Context: an optimization exercise on an open-source flow, tuned for small area and a short achievable clock period. The choices shown serve that exercise and are no tape-out recipe.
No functional check of the RTL was part of any run shown here.
No activity file was given, so power comes from the tool's default toggle rates.

## flow/design.v (module list and top-level ports; edited modules follow where they fit)
// module alu: 966 lines
// module cpa: 137 lines
// module ltu: 3 lines
// module mulov: 62 lines
// module ovtab: 18 lines
// module sfx4: 6 lines
// module ao8: 3 lines
// module ovsel: 6 lines
// module mx2: 3 lines
// module omux: 3 lines
// module logic_unit: 14 lines
// module fa: 4 lines
// module ha: 4 lines
module alu #(
    parameter DATA_WIDTH = 32,
    parameter INST_WIDTH = 4
)(
    input                   i_clk,
    input                   i_rst_n,
    input  [DATA_WIDTH-1:0] i_data_a,
    input  [DATA_WIDTH-1:0] i_data_b,
    input  [INST_WIDTH-1:0] i_inst,
    input                   i_valid,
    output [DATA_WIDTH-1:0] o_data,
    output                  o_overflow,
    output                  o_valid
);
  // ...
==> flow/flow/run.sh <==
#!/bin/bash
# The standard ORFS layout (standard synthesis included), with two
# changes to how it is made:
#  - the port buffers are plain buffers (buf_4) rather than the delay cell
#    that buffer_ports picks on its own; every port still gets its buffer;
set -uo pipefail
MARGIN=6.5
export BUFFER_PORTS_ARGS="-buffer_cell sky130_fd_sc_hd__buf_4"
bash standard.sh SETUP_SLACK_MARGIN=$MARGIN finish > flow_make.log 2>&1
status=$?
cp -r orfs/logs flow_logs 2>/dev/null || true
exit $status
==> flow/standard.sh <==
#!/bin/bash
# synth_recipe.tcl (not shown) runs the flow's synth.tcl, then flattens the netlist and writes it again
# the make line also repeats each setting of config.mk as NAME=value (left out here)
make -C /OpenROAD-flow-scripts/flow DESIGN_CONFIG=/design/flow/config.mk WORK_HOME=/design/flow/orfs CLKGATE_MAP_FILE= SYNTH_SCRIPT=/design/flow/synth_recipe.tcl "${@:-finish}"
==> flow/config.mk <==
export PLATFORM = sky130hd
export DESIGN_NAME = alu
export DESIGN_NICKNAME = alu
export VERILOG_FILES = /design/flow/design.v
export SDC_FILE = /design/flow/constraint.sdc
export NUM_CORES = 4
export LEC_CHECK = 0
export CAP_MARGIN = 20
export CORE_MARGIN = 2
export CORE_UTILIZATION = 45
export PLACE_DENSITY = 0.6
export SLEW_MARGIN = 20
export SYNTH_HIERARCHICAL = 1
export SYNTH_MINIMUM_KEEP_SIZE = 0
==> flow/constraint.sdc <==
create_clock -name core_clock -period 13.0 [get_ports {i_clk}]
set_input_delay 2.6000 -clock core_clock [delete_from_list [all_inputs] [get_ports {i_clk}]]
set_output_delay 2.6000 -clock core_clock [all_outputs]
set_load 0.01 [all_outputs]
==> impl_metrics.env, run 1 <==
export IMPL_routedLengthMet1_um=27000
export IMPL_tightest_slew_ns=1.04
export IMPL_ys_seq_elements=86
export IMPL_clock_sinks=86
export IMPL_synthArstFlopShare=1.00
export IMPL_final_cell_mix="xnor2_1 (321), a22oi_1 (299), fa_1 (225)"
export IMPL_crit_path_start="i_data_b[0]"
export IMPL_fill_cells=3856
export IMPL_p_switching_uw=1320
export IMPL_synthFlopType="dfrtp_1"
export IMPL_drv_cap=0
export IMPL_cp_arrival_ns=6.65
export IMPL_slew_viol_final=0
export IMPL_synth_distinct_cells=78
export IMPL_drive_gt1_frac=0.133
export IMPL_instances_no_fill=2482
export IMPL_postCtsSetupBuffers=0
export IMPL_final_util=0.485
export IMPL_synthTopCellsByArea="fa_1 (24%), xnor2_1 (15%), a22oi_1 (12%)"
export IMPL_cts_buffers=9
export IMPL_antenna_cells=0
export IMPL_dp_cells=2462
export IMPL_endpoint="cs_r[47]$_DFF_PN0_"
export IMPL_seq_area_um2=2150
export IMPL_post_cts_resized=1
export IMPL_nMultiInputCombCells=1642
export IMPL_hpwl_um=46300
export IMPL_cts_buffer_depth=2
export IMPL_io_buffers=104
export IMPL_synth_compound_area_share=0.201
export IMPL_synth_most_common_cell="xnor2_1"
export IMPL_status="complete, no violations"
export IMPL_finalPower_uw=2750
export IMPL_worst_slack_ns=6.60
export IMPL_ios=105
==> run 2: changes to the inputs <==
--- a/flow/design.v
+++ b/flow/design.v
@@ -43,17 +43,17 @@
 wire e01 = i_valid & (sel_b | (op == 4'd11) | (op == 4'd12) | (op == 4'd13));
 wire e00 = i_valid & (op == 4'd13);
 wire erev = i_valid & (op == 4'd14);
 wire [31:0] lg;
 logic_unit u_lg (.a(a), .b(b), .e11(e11), .e10(e10), .e01(e01), .e00(e00),
                  .erev(erev), .d(lg));
 wire [31:0] ax = lg;
 wire [31:0] by = (b & {32{addp}}) | (~b & {32{sub}});
-wire [73:0] cs_w;
+wire [82:0] cs_w;
 wire pp0_0 = ((bt_one[0] & a[0])) ^ bt_neg[0];
 wire pp0_1 = ((bt_one[0] & a[1]) | (bt_two[0] & a[0])) ^ bt_neg[0];
 wire pp0_2 = ((bt_one[0] & a[2]) | (bt_two[0] & a[1])) ^ bt_neg[0];
 wire pp0_3 = ((bt_one[0] & a[3]) | (bt_two[0] & a[2])) ^ bt_neg[0];
 wire pp0_4 = ((bt_one[0] & a[4]) | (bt_two[0] & a[3])) ^ bt_neg[0];
 wire pp0_5 = ((bt_one[0] & a[5]) | (bt_two[0] & a[4])) ^ bt_neg[0];
 wire pp0_6 = ((bt_one[0] & a[6]) | (bt_two[0] & a[5])) ^ bt_neg[0];
 wire pp0_7 = ((bt_one[0] & a[7]) | (bt_two[0] & a[6])) ^ bt_neg[0];
@@ -811,34 +811,16 @@
 wire fs236, fc236;
 fa u_fa236 (.x((fs205 & is_mul)), .y((fs157 & is_mul) | ax[13]), .z((fc204 & is_mul) | by[13]), .s(fs236), .c(fc236));
 wire fs237, fc237;
 fa u_fa237 (.x((fs206 & is_mul)), .y((fs159 & is_mul) | ax[14]), .z((fc205 & is_mul) | by[14]), .s(fs237), .c(fc237));
 wire fs238, fc238;
 fa u_fa238 (.x((fs207 & is_mul)), .y((fs161 & is_mul) | ax[15]), .z((fc206 & is_mul) | by[15]), .s(fs238), .c(fc238));
 wire fs239, fc239;
 fa u_fa239 (.x((fs208 & is_mul)), .y((fs163 & is_mul) | ax[16]), .z((fc207 & is_mul) | by[16]), .s(fs239), .c(fc239));
-wire fs240, fc240;
-fa u_fa240 (.x((fs209 & is_mul)), .y((fs165 & is_mul) | ax[17]), .z((fc208 & is_mul) | by[17]), .s(fs240), .c(fc240));
-wire fs241, fc241;
-fa u_fa241 (.x((fs210 & is_mul)), .y((fs167 & is_mul) | ax[18]), .z((fc209 & is_mul) | by[18]), .s(fs241), .c(fc241));
-wire fs242, fc242;
-fa u_fa242 (.x((fs211 & is_mul)), .y((fs169 & is_mul) | ax[19]), .z((fc210 & is_mul) | by[19]), .s(fs242), .c(fc242));
-wire fs243, fc243;
-fa u_fa243 (.x((fs212 & is_mul)), .y((fs171 & is_mul) | ax[20]), .z((fc211 & is_mul) | by[20]), .s(fs243), .c(fc243));
-wire fs244, fc244;
-fa u_fa244 (.x((fs213 & is_mul)), .y((fs173 & is_mul) | ax[21]), .z((fc212 & is_mul) | by[21]), .s(fs244), .c(fc244));
-wire fs245, fc245;
-fa u_fa245 (.x((fs214 & is_mul)), .y((fs175 & is_mul) | ax[22]), .z((fc213 & is_mul) | by[22]), .s(fs245), .c(fc245));
-wire fs246, fc246;
-fa u_fa246 (.x((fs215 & is_mul)), .y((fs177 & is_mul) | ax[23]), .z((fc214 & is_mul) | by[23]), .s(fs246), .c(fc246));
-wire fs247, fc247;
-fa u_fa247 (.x((fs216 & is_mul)), .y((fs179 & is_mul) | ax[24]), .z((fc215 & is_mul) | by[24]), .s(fs247), .c(fc247));
-wire fs248, fc248;
-fa u_fa248 (.x((fs217 & is_mul)), .y((fs181 & is_mul) | ax[25]), .z((fc216 & is_mul) | by[25]), .s(fs248), .c(fc248));
 assign cs_w[0] = (bt_neg[0] & is_mul) | ax[0];
 assign cs_w[1] = (pp0_0 & is_mul) | by[0];
 assign cs_w[2] = (pp0_1 & is_mul) | ax[1];
 assign cs_w[3] = by[1];
 assign cs_w[4] = fs225;
 assign cs_w[5] = (pp1_0 & is_mul);
 assign cs_w[6] = fc225;
 assign cs_w[7] = fs226;
@@ -863,98 +845,125 @@
 assign cs_w[26] = fc235;
 assign cs_w[27] = fs236;
 assign cs_w[28] = fc236;
 assign cs_w[29] = fs237;
 assign cs_w[30] = fc237;
 assign cs_w[31] = fs238;
 assign cs_w[32] = fc238;
 assign cs_w[33] = fs239;
-assign cs_w[34] = fc239;
-assign cs_w[35] = fs240;
-assign cs_w[36] = fc240;
-assign cs_w[37] = fs241;
-assign cs_w[38] = fc241;
-assign cs_w[39] = fs242;
-assign cs_w[40] = fc242;
-assign cs_w[41] = fs243;
-assign cs_w[42] = fc243;
-assign cs_w[43] = fs244;
-assign cs_w[44] = fc244;
-assign cs_w[45] = fs245;
-assign cs_w[46] = fc245;
-assign cs_w[47] = fs246;
-assign cs_w[48] = fc246;
-assign cs_w[49] = fs247;
-assign cs_w[50] = fc247;
-assign cs_w[51] = fs248;
-assign cs_w[52] = (fs183 & is_mul) | ax[26];
-assign cs_w[53] = (fc217 & is_mul) | by[26];
-assign cs_w[54] = (fs218 & is_mul);
-assign cs_w[55] = fc248;
-assign cs_w[56] = (fs185 & is_mul) | ax[27];
-assign cs_w[57] = (fc218 & is_mul) | by[27];
-assign cs_w[58] = (fs219 & is_mul);
-assign cs_w[59] = (fs187 & is_mul) | ax[28];
-assign cs_w[60] = (fc219 & is_mul) | by[28];
-assign cs_w[61] = (fs220 & is_mul);
-assign cs_w[62] = (fs189 & is_mul) | ax[29];
-assign cs_w[63] = (fc220 & is_mul) | by[29];
-assign cs_w[64] = (fs221 & is_mul);
-assign cs_w[65] = (fs191 & is_mul) | ax[30];
-assign cs_w[66] = (fc221 & is_mul) | by[30];
-assign cs_w[67] = (fs222 & is_mul);
-assign cs_w[68] = (fs193 & is_mul) | ax[31];
-assign cs_w[69] = (fc222 & is_mul) | by[31];
-assign cs_w[70] = (fs223 & is_mul);
-assign cs_w[71] = (fs195 & is_mul);
-assign cs_w[72] = (fc223 & is_mul);
-assign cs_w[73] = (fs224 & is_mul);
+assign cs_w[34] = (fs165 & is_mul) | ax[17];
+assign cs_w[35] = (fc208 & is_mul) | by[17];
+assign cs_w[36] = (fs209 & is_mul);
+assign cs_w[37] = fc239;
+assign cs_w[38] = (fs167 & is_mul) | ax[18];
+assign cs_w[39] = (fc209 & is_mul) | by[18];
+assign cs_w[40] = (fs210 & is_mul);
+assign cs_w[41] = (fs169 & is_mul) | ax[19];
+assign cs_w[42] = (fc210 & is_mul) | by[19];
+assign cs_w[43] = (fs211 & is_mul);
+assign cs_w[44] = (fs171 & is_mul) | ax[20];
+assign cs_w[45] = (fc211 & is_mul) | by[20];
+assign cs_w[46] = (fs212 & is_mul);
+assign cs_w[47] = (fs173 & is_mul) | ax[21];
+assign cs_w[48] = (fc212 & is_mul) | by[21];
+assign cs_w[49] = (fs213 & is_mul);
+assign cs_w[50] = (fs175 & is_mul) | ax[22];
+assign cs_w[51] = (fc213 & is_mul) | by[22];
+assign cs_w[52] = (fs214 & is_mul);
+assign cs_w[53] = (fs177 & is_mul) | ax[23];
+assign cs_w[54] = (fc214 & is_mul) | by[23];
+assign cs_w[55] = (fs215 & is_mul);
+assign cs_w[56] = (fs179 & is_mul) | ax[24];
+assign cs_w[57] = (fc215 & is_mul) | by[24];
+assign cs_w[58] = (fs216 & is_mul);
+assign cs_w[59] = (fs181 & is_mul) | ax[25];
+assign cs_w[60] = (fc216 & is_mul) | by[25];
+assign cs_w[61] = (fs217 & is_mul);
+assign cs_w[62] = (fs183 & is_mul) | ax[26];
+assign cs_w[63] = (fc217 & is_mul) | by[26];
+assign cs_w[64] = (fs218 & is_mul);
+assign cs_w[65] = (fs185 & is_mul) | ax[27];
+assign cs_w[66] = (fc218 & is_mul) | by[27];
+assign cs_w[67] = (fs219 & is_mul);
+assign cs_w[68] = (fs187 & is_mul) | ax[28];
+assign cs_w[69] = (fc219 & is_mul) | by[28];
+assign cs_w[70] = (fs220 & is_mul);
+assign cs_w[71] = (fs189 & is_mul) | ax[29];
+assign cs_w[72] = (fc220 & is_mul) | by[29];
+assign cs_w[73] = (fs221 & is_mul);
+assign cs_w[74] = (fs191 & is_mul) | ax[30];
+assign cs_w[75] = (fc221 & is_mul) | by[30];
+assign cs_w[76] = (fs222 & is_mul);
+assign cs_w[77] = (fs193 & is_mul) | ax[31];
+assign cs_w[78] = (fc222 & is_mul) | by[31];
+assign cs_w[79] = (fs223 & is_mul);
+assign cs_w[80] = (fs195 & is_mul);
+assign cs_w[81] = (fc223 & is_mul);
+assign cs_w[82] = (fs224 & is_mul);
 wire ge32, ge31;
 mulov u_mulov (.a(a), .b(b), .sgn(~op[2]), .ge32(ge32), .ge31(ge31));
 wire [9:0] ovi = {i_valid & (op == 4'd2), i_valid & (op == 4'd7),
                   i_valid & ((op == 4'd0) | (op == 4'd1)),
                   i_valid & (op == 4'd5), i_valid & (op == 4'd6),
                   ge32, ge31,
                   a[31] ^ b[31],                             
                   (a[31] & b[0]) ^ (b[31] & a[0]),           
                   a[31] ^ b[31] ^ sub};                      
-reg [73:0] cs_r;
+reg [82:0] cs_r;
 reg        sub_r;
 reg [9:0]  ovi_r;
 reg        valid_r;
 always @(posedge i_clk or negedge i_rst_n) begin
     if (~i_rst_n) begin
-        cs_r    <= 74'd0;
+        cs_r    <= 83'd0;
         sub_r   <= 1'b0;
         ovi_r   <= 10'd0;
         valid_r <= 1'b0;
     end else begin
         cs_r    <= cs_w;
         sub_r   <= sub;
         ovi_r   <= ovi;
         valid_r <= i_valid;
     end
 end
+wire fs240, fc240;
+fa u_fa240 (.x(cs_r[36]), .y(cs_r[34]), .z(cs_r[35]), .s(fs240), .c(fc240));
+wire fs241, fc241;
+fa u_fa241 (.x(cs_r[40]), .y(cs_r[38]), .z(cs_r[39]), .s(fs241), .c(fc241));
+wire fs242, fc242;
+fa u_fa242 (.x(cs_r[43]), .y(cs_r[41]), .z(cs_r[42]), .s(fs242), .c(fc242));
+wire fs243, fc243;
+fa u_fa243 (.x(cs_r[46]), .y(cs_r[44]), .z(cs_r[45]), .s(fs243), .c(fc243));
+wire fs244, fc244;
+fa u_fa244 (.x(cs_r[49]), .y(cs_r[47]), .z(cs_r[48]), .s(fs244), .c(fc244));
+wire fs245, fc245;
+fa u_fa245 (.x(cs_r[52]), .y(cs_r[50]), .z(cs_r[51]), .s(fs245), .c(fc245));
+wire fs246, fc246;
+fa u_fa246 (.x(cs_r[55]), .y(cs_r[53]), .z(cs_r[54]), .s(fs246), .c(fc246));
+wire fs247, fc247;
+fa u_fa247 (.x(cs_r[58]), .y(cs_r[56]), .z(cs_r[57]), .s(fs247), .c(fc247));
+wire fs248, fc248;
+fa u_fa248 (.x(cs_r[61]), .y(cs_r[59]), .z(cs_r[60]), .s(fs248), .c(fc248));
 wire fs249, fc249;
-fa u_fa249 (.x(cs_r[54]), .y(cs_r[52]), .z(cs_r[53]), .s(fs249), .c(fc249));
+fa u_fa249 (.x(cs_r[64]), .y(cs_r[62]), .z(cs_r[63]), .s(fs249), .c(fc249));
 wire fs250, fc250;
-fa u_fa250 (.x(cs_r[58]), .y(cs_r[56]), .z(cs_r[57]), .s(fs250), .c(fc250));
+fa u_fa250 (.x(cs_r[67]), .y(cs_r[65]), .z(cs_r[66]), .s(fs250), .c(fc250));
 wire fs251, fc251;
-fa u_fa251 (.x(cs_r[61]), .y(cs_r[59]), .z(cs_r[60]), .s(fs251), .c(fc251));
+fa u_fa251 (.x(cs_r[70]), .y(cs_r[68]), .z(cs_r[69]), .s(fs251), .c(fc251));
 wire fs252, fc252;
-fa u_fa252 (.x(cs_r[64]), .y(cs_r[62]), .z(cs_r[63]), .s(fs252), .c(fc252));
+fa u_fa252 (.x(cs_r[73]), .y(cs_r[71]), .z(cs_r[72]), .s(fs252), .c(fc252));
 wire fs253, fc253;
-fa u_fa253 (.x(cs_r[67]), .y(cs_r[65]), .z(cs_r[66]), .s(fs253), .c(fc253));
+fa u_fa253 (.x(cs_r[76]), .y(cs_r[74]), .z(cs_r[75]), .s(fs253), .c(fc253));
 wire fs254, fc254;
-fa u_fa254 (.x(cs_r[70]), .y(cs_r[68]), .z(cs_r[69]), .s(fs254), .c(fc254));
+fa u_fa254 (.x(cs_r[79]), .y(cs_r[77]), .z(cs_r[78]), .s(fs254), .c(fc254));
 wire fs255, fc255;
-fa u_fa255 (.x(cs_r[73]), .y(cs_r[71]), .z(cs_r[72]), .s(fs255), .c(fc255));
-wire [32:0] tr0 = {fc254, fc253, fc252, fc251, fc250, fc249, cs_r[55], cs_r[50], cs_r[48], cs_r[46], cs_r[44], cs_r[42], cs_r[40], cs_r[38], cs_r[36], cs_r[34], cs_r[32], cs_r[30], cs_r[28], cs_r[26], cs_r[24], cs_r[22], cs_r[20], cs_r[18], cs_r[16], cs_r[14], cs_r[12], cs_r[10], cs_r[8], cs_r[6], cs_r[4], cs_r[2], cs_r[0]};
-wire [32:0] tr1 = {fs255, fs254, fs253, fs252, fs251, fs250, fs249, cs_r[51], cs_r[49], cs_r[47], cs_r[45], cs_r[43], cs_r[41], cs_r[39], cs_r[37], cs_r[35], cs_r[33], cs_r[31], cs_r[29], cs_r[27], cs_r[25], cs_r[23], cs_r[21], cs_r[19], cs_r[17], cs_r[15], cs_r[13], cs_r[11], cs_r[9], cs_r[7], cs_r[5], cs_r[3], cs_r[1]};
+fa u_fa255 (.x(cs_r[82]), .y(cs_r[80]), .z(cs_r[81]), .s(fs255), .c(fc255));
+wire [32:0] tr0 = {fc254, fc253, fc252, fc251, fc250, fc249, fc248, fc247, fc246, fc245, fc244, fc243, fc242, fc241, fc240, cs_r[37], cs_r[32], cs_r[30], cs_r[28], cs_r[26], cs_r[24], cs_r[22], cs_r[20], cs_r[18], cs_r[16], cs_r[14], cs_r[12], cs_r[10], cs_r[8], cs_r[6], cs_r[4], cs_r[2], cs_r[0]};
+wire [32:0] tr1 = {fs255, fs254, fs253, fs252, fs251, fs250, fs249, fs248, fs247, fs246, fs245, fs244, fs243, fs242, fs241, fs240, cs_r[33], cs_r[31], cs_r[29], cs_r[27], cs_r[25], cs_r[23], cs_r[21], cs_r[19], cs_r[17], cs_r[15], cs_r[13], cs_r[11], cs_r[9], cs_r[7], cs_r[5], cs_r[3], cs_r[1]};
 wire [31:0] s;
 wire c31, p31, g31, q32;
 cpa u_cpa (.x(tr0), .y(tr1), .sub(sub_r), .s(s), .c31(c31), .p31(p31),
            .g31(g31), .q32(q32));
 wire [3:0] ovt;
 ovtab u_ovtab (.mul_s(ovi_r[9]), .mul_u(ovi_r[8]), .add(ovi_r[7]), .cout(ovi_r[6]),
                .bout(ovi_r[5]), .ge32(ovi_r[4]), .ge31(ovi_r[3]), .sneg(ovi_r[2]),
                .k32(ovi_r[1]), .x31(ovi_r[0]), .t(ovt));
==> flow/flow/run.sh (replaced) <==
#!/bin/bash
# The standard ORFS layout (standard synthesis included), with two
# changes to how it is made:
#  - the port buffers are plain buffers (buf_4) rather than the delay cell
#    that buffer_ports picks on its own; every port still gets its buffer;
set -uo pipefail
MARGIN=7
export BUFFER_PORTS_ARGS="-buffer_cell sky130_fd_sc_hd__buf_4"
bash standard.sh SETUP_SLACK_MARGIN=$MARGIN finish > flow_make.log 2>&1
status=$?
cp -r orfs/logs flow_logs 2>/dev/null || true
exit $status
==> run 2 against run 1 <==
Sequential power increased by 7.2%. Global-route usage increased by 1.5 points. Area after synthesis grew 0.65%. Cell area is 8.0% higher. Sequential share of layout area grew 0.25 points. Die area is 0.64% higher. Largest power group unchanged. Utilization increased by 3.7 points. Sequential cell count grew 9. Critical path type unchanged. Synthesized cell count shrank 0.15%.
==> impl_metrics.env, run 2 <==
export IMPL_crit_path_end_kind="flop"
export IMPL_hpwl_um=45400
export IMPL_slowest_stage="mux4_2"
export IMPL_required_ns=13.29
export IMPL_num_vias=16800
export IMPL_antenna_found_initial=1
export IMPL_cp_max_fo=8
export IMPL_cp_arrival_ns=6.34
export IMPL_grt_pass1_vias=16900
export IMPL_drv_cap=0
export IMPL_fill_cells=3766
export IMPL_synthArstFlopShare=1.00
export IMPL_cts_buffers=9
export IMPL_power_leakage_uw=0.00918
export IMPL_synth_most_common_cell="a22oi_1"
export IMPL_criticalPathCategory="in -> reg"
export IMPL_largestRegisters="cs_r: 83 flops, ovi_r: 10 flops"
export IMPL_final_common_cell="a22oi_1"
export IMPL_ys_seq_area_frac=0.125
export IMPL_drive_gt1_frac=0.186
export IMPL_h_tree_depth=3
export IMPL_synth_distinct_cells=77
export IMPL_fp_row_count=75
export IMPL_maxSlewHeadroom=0.328
export IMPL_clock_sinks=95
export IMPL_initial_core_util=0.455
export IMPL_synthTopCellsByArea="fa_1 (24%), xnor2_1 (14%), dfrtp_1 (12%)"
export IMPL_synth_cells=1971
export IMPL_hold_slack_ns=2.17
export IMPL_die_area_um2=44000
export IMPL_clk_pin_slew_ns=0.07
export IMPL_clock_root_buffer="clkbuf_16"
export IMPL_synth_edff_count=0
export IMPL_ant_nets=0
export IMPL_status="complete, no violations"
export IMPL_period_share=0.466
export IMPL_finalSetupTns_ns=0
export IMPL_chipWidth_um=210
export IMPL_wl_per_cell_um=28.2
export IMPL_power_density_nw_per_um2=132
export IMPL_ys_seq_elements=95
export IMPL_final_setup_viol_count=0
export IMPL_antenna_cells=0
export IMPL_fmax_ghz=0.165
export IMPL_postSynthAreaPerCell_um2=9.67
export IMPL_design_area_um2=21900
export IMPL_cp_cell_sequence="buf_12, clkinv_8, ha_4, a211o_1, a31oi_4, o31ai_4, a211o_4, a21oi_4, a31oi_1, o211ai_1, a221oi_4, buf_4, buf_12, mux4_2, a21o_1, a211o_1, fa_1"
export IMPL_dr_pass1_iters=9
export IMPL_placed_area_um2=20000
export IMPL_cts_tree="built"
export IMPL_grt_use_total=0.327
export IMPL_core_area_um2=41900
export IMPL_final_cell_mix="a22oi_1 (297), xnor2_1 (294), fa_1 (217)"
export IMPL_instances_no_fill=2539
export IMPL_largest_reg_flops=83
export IMPL_grt_overflow_total=0
export IMPL_ctsHoldBuffers=0
export IMPL_peakVddDrop_mv=0.0841
export IMPL_yosysWarnings=8
export IMPL_slew_viol_final=0
export IMPL_cts_buffer_depth=2
export IMPL_regMostFlops="cs_r"
export IMPL_die_y_um=210
export IMPL_io_buffers=104
export IMPL_fin_crit_ns=6.06
export IMPL_grt_first_pass_wirelength_um=107000
export IMPL_synth_top_area_frac=0.236
export IMPL_netlist_area_um2=19100
export IMPL_drt_iter0_markers=1770
export IMPL_ios=105
export IMPL_syn_to_final_growth_pct=14.9
export IMPL_hp_class="in -> async"
export IMPL_viasPerCell=6.61
export IMPL_drt_wl_total_um=71500
export IMPL_nNetsFinal=2416
export IMPL_synthFlopType="dfrtp_1"
export IMPL_tightest_slew_ns=1.00
export IMPL_gp_congestion=0.900
export IMPL_dp_cells=2457
export IMPL_grt_max_degree=56
export IMPL_critPathLaunchType="input pin"
export IMPL_netlist_top_cells_count="a22oi_1 (298), xnor2_1 (294), fa_1 (225)"
export IMPL_synth_fp_nets=2392
export IMPL_hold_viol_final=0
export IMPL_rsz0062_at_grt="yes"
export IMPL_worst_path_largest_cell_delay_ns=0.45
export IMPL_final_util=0.523
export IMPL_netlist_top_cell_by_area="fa_1"
export IMPL_drc_errors=0
## run 2: changes by cell type after synthesis, sizes merged, moves of 4 or more
cell    previous run  this run
nand2b            37        32
a21boi             1         5
and3              36         2
dfrtp             86        95
nor2b             11         7
o21bai             3         7
xnor2            322       294
clkbuf           110       120
buf               79        65
xor2              15        44
o21ai             89        82
and2               4        36
## run 2: logic make-up (layout without fill, tap and decap cells)
group           count (synthesis)  in the layout  synth area share
compound gates                536            538             0.200
buf+inv                       241            266            0.0528
flops                          95             95             0.125
fa+ha+maj                     350            350             0.318
xor+xnor                      338            338             0.155
other cells                     1              1          0.000197
simple gates                  373            375             0.106
mux                            37             37            0.0421
## run 2: per-module statistics from Yosys (local to each module, per instance), excerpt
module	cells	flip-flops and latches
ao8	5	0
ltu	108	0
ovsel	4	0
mx2	1	0
cpa	127	0
ha	1	0
## run 2: timing repair
| action | CTS | global route |
|---|---|---|
| pin swaps | 21 | 55 |
| endpoints found under the setup margin | 93 | 74 |
| gates resized for setup | 94 | 66 |
| buffers inserted | 25 | 29 |
| gates cloned | 9 | 3 |
## run 2: routing by layer
layer,share of wire,GRT usage,up-vias
met5,0.00017,0,-
met4,0.061,0.181,2
met3,0.092,0.0693,222
met2,0.45,0.504,999
met1,0.40,0.432,8522
li1,-,-,7038
## run 2: where the power goes
group | internal [µW] | total, µW | leakage, µW | switching (µW)
sequential | 344 | 371 | 0.00126 | 26.2
clock | 169 | 302 | 0.000150 | 134
combinational | 1020 | 2220 | 0.00777 | 1200
total | 1540 | 2900 | 0.00918 | 1360
## run 2: worst paths after layout
path	start	end	slack [ns]	cells after the start
setup / recovery	i_data_b[2]	cs_r[11]$_DFF_PN0_	6.94	17
hold / removal	i_rst_n	cs_r[56]$_DFF_PN0_	2.17	1
max in group asynchronous	i_rst_n	cs_r[18]$_DFF_PN0_	9.64	2
min in group core_clock	i_valid	valid_r$_DFF_PN0_	2.36	1
## run 2: cell type report
cell class / count / area [µm²] / share of cell area
Multi-Input combinational cell: 1639 / 16300 / 0.744
Sequential cell: 95 / 2380 / 0.109
Timing Repair Buffer: 194 / 1990 / 0.0908
Tap cell: 539 / 674 / 0.0308
Inverter: 56 / 246 / 0.0113
Clock buffer: 11 / 233 / 0.0106
Clock inverter: 5 / 81.3 / 0.00372
## run 2: critical path, delay by kind of cell
family          cells  cell delay (ns)
mux                 1             0.45
fa+ha+maj           2             0.64
buf+inv             4             0.46
compound gates     10             2.19
## run 2: metrics by stage
stage                     power (µW)  setup slack (ns)
after floorplan                 1800              6.91
after global placement          2500              5.74
after detailed placement        2520              5.70
after CTS                       2900              6.93
after global routing            3160              6.89
final                           2900              6.94

-- re-timing with driven ports --
The flow's constraints put no driver on any port. The routed layouts listed below were extracted and timed again, unchanged, in two steps. Step 1: set_driving_cell puts a clkbuf_16 on i_clk and a buf_2 on each other input, an assumption about the parent block. Step 2, shift: input delay + t, output delay - t, t = (earliest + latest rising clock arrival at the registers) / 2. This alone moves slack from input paths to output paths. a / b / c = no drivers / after step 1 / after step 2; a / b = the first two.
| run | shift t [ns] | setup WS [ns] | hold WS [ns] | clock arrival spread, ns | worst data-port slew with drivers (ns) |
|---|---|---|---|---|---|
| run 1 | 0.431 | 6.600 / 6.630 / 6.198 | 2.211 / 2.187 / 2.618 | 0.013 / 0.013 | 0.06 |
| run 2 | 0.461 | 6.944 / 6.872 / 6.411 | 2.167 / 2.138 / 2.599 | 0.011 / 0.011 | 0.23 |
After both steps every run listed still meets setup and hold. For run 2, which loses most, drivers alone change the setup slack by -0.072 ns; drivers and shift together by -0.533 ns.
